From an optimization exercise on the open Yosys and OpenROAD flow, aimed at small area; shortcuts taken in it are not production practice.
Only simulation tests tie the RTL to the original design; equivalence was not proved.
Power and IR drop assume default switching activity.

## Top_level
module Top_level
#(
    parameter BAUD_RATE             = 781250,   
    parameter MOTOR_CLOCK_FREQUENCY = 3906250,  
    parameter SERVO_COUNT_LIMIT     = 40        
)
(
    input           I_sys_clk_top,
    input           I_on_board_reset_n,
    input           I_rx_serial_data,
    output          o_servo1_directional_output_top,
    output          o_servo2_directional_output_top,
    output          o_servo3_directional_output_top,
    output          o_servo4_directional_output_top,
    output          o_servo1_gripping_output_top,
    output          o_servo2_gripping_output_top,
    output          o_servo3_gripping_output_top,
    output          o_servo4_gripping_output_top
);
Settings: LEC_CHECK=0, ABC_AREA=1, CAP_MARGIN=0, CORE_MARGIN=2, CORE_UTILIZATION=75, PLACE_DENSITY=0.85, SLEW_MARGIN=0; clock period 8.0 ns.
standard.sh (not shown) runs the stock make flow with config.mk's settings and CLKGATE_MAP_FILE= SYNTH_SCRIPT=/design/flow/synth_recipe.tcl, a recipe that flattens the netlist after the stock synthesis.
==> flow/flow/run.sh <==
#!/bin/bash
# Layout flow: the standard flow (standard.sh), with the synthesis's final
# technology mapping done by an area-oriented abc script (flow/area.script)
# instead of ORFS's, and without ORFS's adder extraction. Everything before the
# mapping, and so every register, is as in the standard synthesis.
set -euo pipefail
HERE=$(pwd)
sed "s|^  log_cmd abc {\*}\$abc_args|  log_cmd abc -script $HERE/flow/area.script {*}[lrange \$abc_args 2 end]|" \
    "$FLOW_HOME/scripts/synth.tcl" > "$HERE/synth_area.tcl"
grep -q "flow/area.script" "$HERE/synth_area.tcl"
sed "s|^source \$::env(SCRIPTS_DIR)/synth.tcl|source $HERE/synth_area.tcl|" \
    "$HERE/synth_recipe.tcl" > "$HERE/synth_top.tcl"
grep -q "synth_area.tcl" "$HERE/synth_top.tcl"
bash "$HERE/standard.sh" SYNTH_SCRIPT="$HERE/synth_top.tcl" ADDER_MAP_FILE= BUFFER_PORTS_ARGS="-buffer_cell sky130_fd_sc_hd__buf_1" CTS_ARGS="${CTS_ARGS_OVERRIDE:--sink_clustering_enable -repair_clock_nets -dont_use_dummy_load}" finish > "$HERE/flow_make.log" 2>&1
==> flow/flow/area.script <==
strash
&get -n
&st
&deepsyn -T 60
&st
&dch -f
&nf -a
&put
mfs2
strash
&get -n
&st
&deepsyn -T 60
&st
&dch -f
&nf -a
&put
mfs2
strash
&get -n
&st
&deepsyn -T 60
&st
&dch -f
&nf -a
&put
mfs2
strash
dch -f
amap
Change:
--- a/flow/flow/area.script
+++ b/flow/flow/area.script
@@ -1,9 +0,0 @@
-strash
-&get -n
-&st
-&deepsyn -T 60
-&st
-&dch -f
-&nf -a
-&put
-mfs2
Die area came out higher by 1.4%. Register-to-register slack is about the same. Power came out lower by 2.6%. Utilization came out lower by 2.5 points. Fmax is about the same. Worst setup slack is worse by 3.7 ps. Routed wire length came out higher by 4.4%. Cell area came out higher by 1.6%. Via count stays flat. Clock skew came out higher by 3.7 ps.
Change:
--- a/flow/flow/run.sh
+++ b/flow/flow/run.sh
@@ -6,0 +7 @@
+CTS_ARGS_OVERRIDE="-sink_clustering_enable -repair_clock_nets -dont_use_dummy_load -buf_list sky130_fd_sc_hd__clkbuf_16 -sink_clustering_size 30 -sink_clustering_max_diameter 80"
--- a/flow/config.mk
+++ b/flow/config.mk
@@ -9 +9 @@
-export CAP_MARGIN = 0
+export CAP_MARGIN = 20
@@ -13 +13 @@
-export SLEW_MARGIN = 0
+export SLEW_MARGIN = 20
=> The new run completed without violations; final area increases slightly; area after synthesis is about the same; register-to-register slack is better by 190 ps; clock power increases by well over a third; via count increases by a few percent; utilization increases by 1.9 points; clock skew decreases by 13 ps.
Change:
--- a/flow/flow/run.sh
+++ b/flow/flow/run.sh
@@ -7 +6,0 @@
-CTS_ARGS_OVERRIDE="-sink_clustering_enable -repair_clock_nets -dont_use_dummy_load -buf_list sky130_fd_sc_hd__clkbuf_16 -sink_clustering_size 30 -sink_clustering_max_diameter 80"
@@ -15 +14 @@
-bash "$HERE/standard.sh" SYNTH_SCRIPT="$HERE/synth_top.tcl" ADDER_MAP_FILE= BUFFER_PORTS_ARGS="-buffer_cell sky130_fd_sc_hd__buf_1" CTS_ARGS="${CTS_ARGS_OVERRIDE:--sink_clustering_enable -repair_clock_nets -dont_use_dummy_load}" finish > "$HERE/flow_make.log" 2>&1
+bash "$HERE/standard.sh" SYNTH_SCRIPT="$HERE/synth_top.tcl" ADDER_MAP_FILE= BUFFER_PORTS_ARGS="-buffer_cell sky130_fd_sc_hd__buf_1" finish > "$HERE/flow_make.log" 2>&1
Total power decreases by 1.8%.
Design area barely changes.
Clock-buffer cell count rises by 1.
Worst setup slack is better by 79 ps.
Global-route usage fell by 0.93 points.
Cell count goes up by 1.0%.

========
Top_level again, from the RTL that the note above started with.
Settings: LEC_CHECK=0, ABC_AREA=1, CAP_MARGIN=20, CORE_MARGIN=2, CORE_UTILIZATION=75, PLACE_DENSITY=0.85, SLEW_MARGIN=20; clock period 8.0 ns.
==> flow/flow/run.sh <==
#!/bin/bash
# Layout flow: the standard flow (standard.sh), with the synthesis's final
# technology mapping done by an area-oriented abc script (flow/area.script)
# instead of ORFS's, and without ORFS's adder extraction. Everything before the
# mapping, and so every register, is as in the standard synthesis.
set -euo pipefail
CTS_ARGS_OVERRIDE="-sink_clustering_enable -repair_clock_nets -dont_use_dummy_load -buf_list sky130_fd_sc_hd__clkbuf_8 -sink_clustering_size 18 -sink_clustering_max_diameter 60"
HERE=$(pwd)
sed "s|^  log_cmd abc {\*}\$abc_args|  log_cmd abc -script $HERE/flow/area.script {*}[lrange \$abc_args 2 end]|" \
    "$FLOW_HOME/scripts/synth.tcl" > "$HERE/synth_area.tcl"
grep -q "flow/area.script" "$HERE/synth_area.tcl"
sed "s|^source \$::env(SCRIPTS_DIR)/synth.tcl|source $HERE/synth_area.tcl|" \
    "$HERE/synth_recipe.tcl" > "$HERE/synth_top.tcl"
grep -q "synth_area.tcl" "$HERE/synth_top.tcl"
bash "$HERE/standard.sh" SYNTH_SCRIPT="$HERE/synth_top.tcl" ADDER_MAP_FILE= BUFFER_PORTS_ARGS="-buffer_cell sky130_fd_sc_hd__buf_1" CTS_ARGS="${CTS_ARGS_OVERRIDE:--sink_clustering_enable -repair_clock_nets -dont_use_dummy_load}" finish > "$HERE/flow_make.log" 2>&1
==> flow/flow/area.script <==
strash
&get -n
&st
&deepsyn -T 60
&st
&dch -f
&nf -a
&put
mfs2
strash
&get -n
&st
&deepsyn -T 60
&st
&dch -f
&nf -a
&put
mfs2
strash
dch -f
amap
The baseline passed the timing, design-rule and antenna checks.
Change:
--- a/flow/flow/run.sh
+++ b/flow/flow/run.sh
@@ -6,3 +6,2 @@
 set -euo pipefail
-CTS_ARGS_OVERRIDE="-sink_clustering_enable -repair_clock_nets -dont_use_dummy_load -buf_list sky130_fd_sc_hd__clkbuf_8 -sink_clustering_size 18 -sink_clustering_max_diameter 60"
 HERE=$(pwd)
Final area does not change.
Cell count stays the same.
Clock power is about the same.
Global-route usage does not change.
Maximum frequency is unchanged.
Power does not change.
Sequential share of layout area does not change.
Wire length is unchanged.
Non-clock buffer count stays the same.
Change:
--- a/flow/flow/run.sh
+++ b/flow/flow/run.sh
@@ -6,2 +6,3 @@
 set -euo pipefail
+CTS_ARGS_OVERRIDE="-sink_clustering_enable -repair_clock_nets -dont_use_dummy_load -buf_list {sky130_fd_sc_hd__clkbuf_4 sky130_fd_sc_hd__clkbuf_8}"
 HERE=$(pwd)
Sequential power went down by about 2%.
Cell count went down by 1.2%.
Die area barely changes.
Non-clock buffer count stays the same.
Worst setup slack degrades by 0.33 ns.
Final area barely changes.
Change:
--- a/flow/flow/run.sh
+++ b/flow/flow/run.sh
@@ -6,3 +6,2 @@
 set -euo pipefail
-CTS_ARGS_OVERRIDE="-sink_clustering_enable -repair_clock_nets -dont_use_dummy_load -buf_list {sky130_fd_sc_hd__clkbuf_4 sky130_fd_sc_hd__clkbuf_8}"
 HERE=$(pwd)
Settings changed: CORE_UTILIZATION 75 to 85, PLACE_DENSITY 0.85 to 0.93.
Sequential cell count is unchanged.
Final area is lower by 0.99%.
Worst hold slack is better by 0.0032 ns.
Fmax stays flat.
Synthesized cell count does not change.

========
cedar:
Top_level, a different RTL version from the one above (not shown whole).
For scale: ~620 cells after synthesis, roughly 100 flip-flops, about 11 I/O pins.
// Top_level
module Top_level
#(
    parameter BAUD_RATE             = 781250,   
    parameter MOTOR_CLOCK_FREQUENCY = 3906250,  
    parameter SERVO_COUNT_LIMIT     = 40        
)
(
    input           I_sys_clk_top,
    input           I_on_board_reset_n,
    input           I_rx_serial_data,
    output          o_servo1_directional_output_top,
    output          o_servo2_directional_output_top,
    output          o_servo3_directional_output_top,
    output          o_servo4_directional_output_top,
    output          o_servo1_gripping_output_top,
    output          o_servo2_gripping_output_top,
    output          o_servo3_gripping_output_top,
    output          o_servo4_gripping_output_top
);
export LEC_CHECK = 0
export ABC_AREA = 1
export CAP_MARGIN = 20
export CORE_MARGIN = 2
export CORE_UTILIZATION = 65
export PLACE_DENSITY = 0.8
export SLEW_MARGIN = 20
create_clock -name core_clock -period 8.0 [get_ports {I_sys_clk_top}]
==> flow/flow/run.sh <==
#!/bin/bash
# Layout flow: the standard flow (standard.sh), with the synthesis's final
# technology mapping done by an area-oriented abc script (flow/area.script)
# instead of ORFS's, and without ORFS's adder extraction. Everything before the
# mapping, and so every register, is as in the standard synthesis.
set -euo pipefail
HERE=$(pwd)
sed "s|^  log_cmd abc {\*}\$abc_args|  log_cmd abc -script $HERE/flow/area.script {*}[lrange \$abc_args 2 end]|" \
    "$FLOW_HOME/scripts/synth.tcl" > "$HERE/synth_area.tcl"
grep -q "flow/area.script" "$HERE/synth_area.tcl"
sed "s|^source \$::env(SCRIPTS_DIR)/synth.tcl|source $HERE/synth_area.tcl|" \
    "$HERE/synth_recipe.tcl" > "$HERE/synth_top.tcl"
grep -q "synth_area.tcl" "$HERE/synth_top.tcl"
bash "$HERE/standard.sh" SYNTH_SCRIPT="$HERE/synth_top.tcl" ADDER_MAP_FILE= finish > "$HERE/flow_make.log" 2>&1
==> flow/flow/area.script <==
strash
&get -n
&st
&synch2
&dch -f
&nf -a
&put
mfs2
strash
dch -f
amap
Edits applied to the flow inputs when going from cedar to pine:
==> flow/flow/area.script <==
strash
&get -n
&st
&deepsyn -T 60
&st
&dch -f
&nf -a
&put
mfs2
strash
&get -n
&st
&deepsyn -T 60
&st
&dch -f
&nf -a
&put
mfs2
strash
dch -f
amap
==> notes.md <==
Share of the clock period used by the worst path is higher on pine. Summary of pine over cedar: routed wire length down 12%; global-route usage down 2.0 points; average cell area after synthesis up 5.3%. Total power: pine below cedar. Post-layout worst setup margin ended up 0.20 ns lower on pine than on cedar. Summary: post-place setup slack, pine better than cedar. Relative to cedar, the final cell area reported for pine is lower. Compared with cedar, pine shows a number of distinct library cells after synthesis that is 3 higher. pine against cedar: power per cell area higher; worst reg-to-reg path cell count increased by 8 relative to the old numbers.

[port drivers added, routing unchanged]
The flow's constraints put no driver on any port. The routed layouts listed below were extracted and timed again, unchanged, in two steps.
Step 1, drivers: a clkbuf_16 drives I_sys_clk_top and a buf_2 each remaining input, both assumed.
Step 2 adds t to the input delays and takes it off the output delays; t is the mean of the earliest and latest rising clock arrival at the registers after step 1. Input paths then give back, and output paths get back, about the clock's delay inside the block.
Slacks: ideal ports / drivers / drivers and shift; pairs: ideal ports / drivers.
| run | t (ns) | slack for setup (ns) | hold slack, ns | slew at the worst register clock pin (ns) |
|---|---|---|---|---|
| the first run of note 1 | 0.378 | 4.255 / 4.255 / 4.255 | 0.476 / 0.476 / 0.476 | 0.10 / 0.10 |
| the second run of note 1 | 0.382 | 4.251 / 4.251 / 4.251 | 0.472 / 0.472 / 0.472 | 0.11 / 0.11 |
| the third run of note 1 | 0.371 | 4.440 / 4.440 / 4.440 | 0.471 / 0.471 / 0.471 | 0.07 / 0.07 |
| the fourth run of note 1 | 0.399 | 4.518 / 4.518 / 4.518 | 0.477 / 0.477 / 0.477 | 0.10 / 0.10 |
| the first run of note 2 | 0.389 | 4.582 / 4.582 / 4.582 | 0.473 / 0.473 / 0.473 | 0.10 / 0.10 |
| the second run of note 2 | 0.389 | 4.582 / 4.582 / 4.582 | 0.473 / 0.473 / 0.473 | 0.10 / 0.10 |
| the third run of note 2 | 0.382 | 4.251 / 4.251 / 4.251 | 0.472 / 0.472 / 0.472 | 0.11 / 0.11 |
| the fourth run of note 2 | 0.386 | 4.256 / 4.256 / 4.256 | 0.475 / 0.475 / 0.475 | 0.09 / 0.09 |
| cedar | 0.392 | 4.435 / 4.445 / 4.054 | 0.480 / 0.480 / 0.480 | 0.10 / 0.10 |
| pine | 0.398 | 4.239 / 4.239 / 4.239 | 0.471 / 0.471 / 0.471 | 0.09 / 0.09 |
After both steps setup and hold are still met in every run listed. For cedar, which loses most, drivers alone change the setup slack by +0.010 ns; drivers and shift together by -0.381 ns.
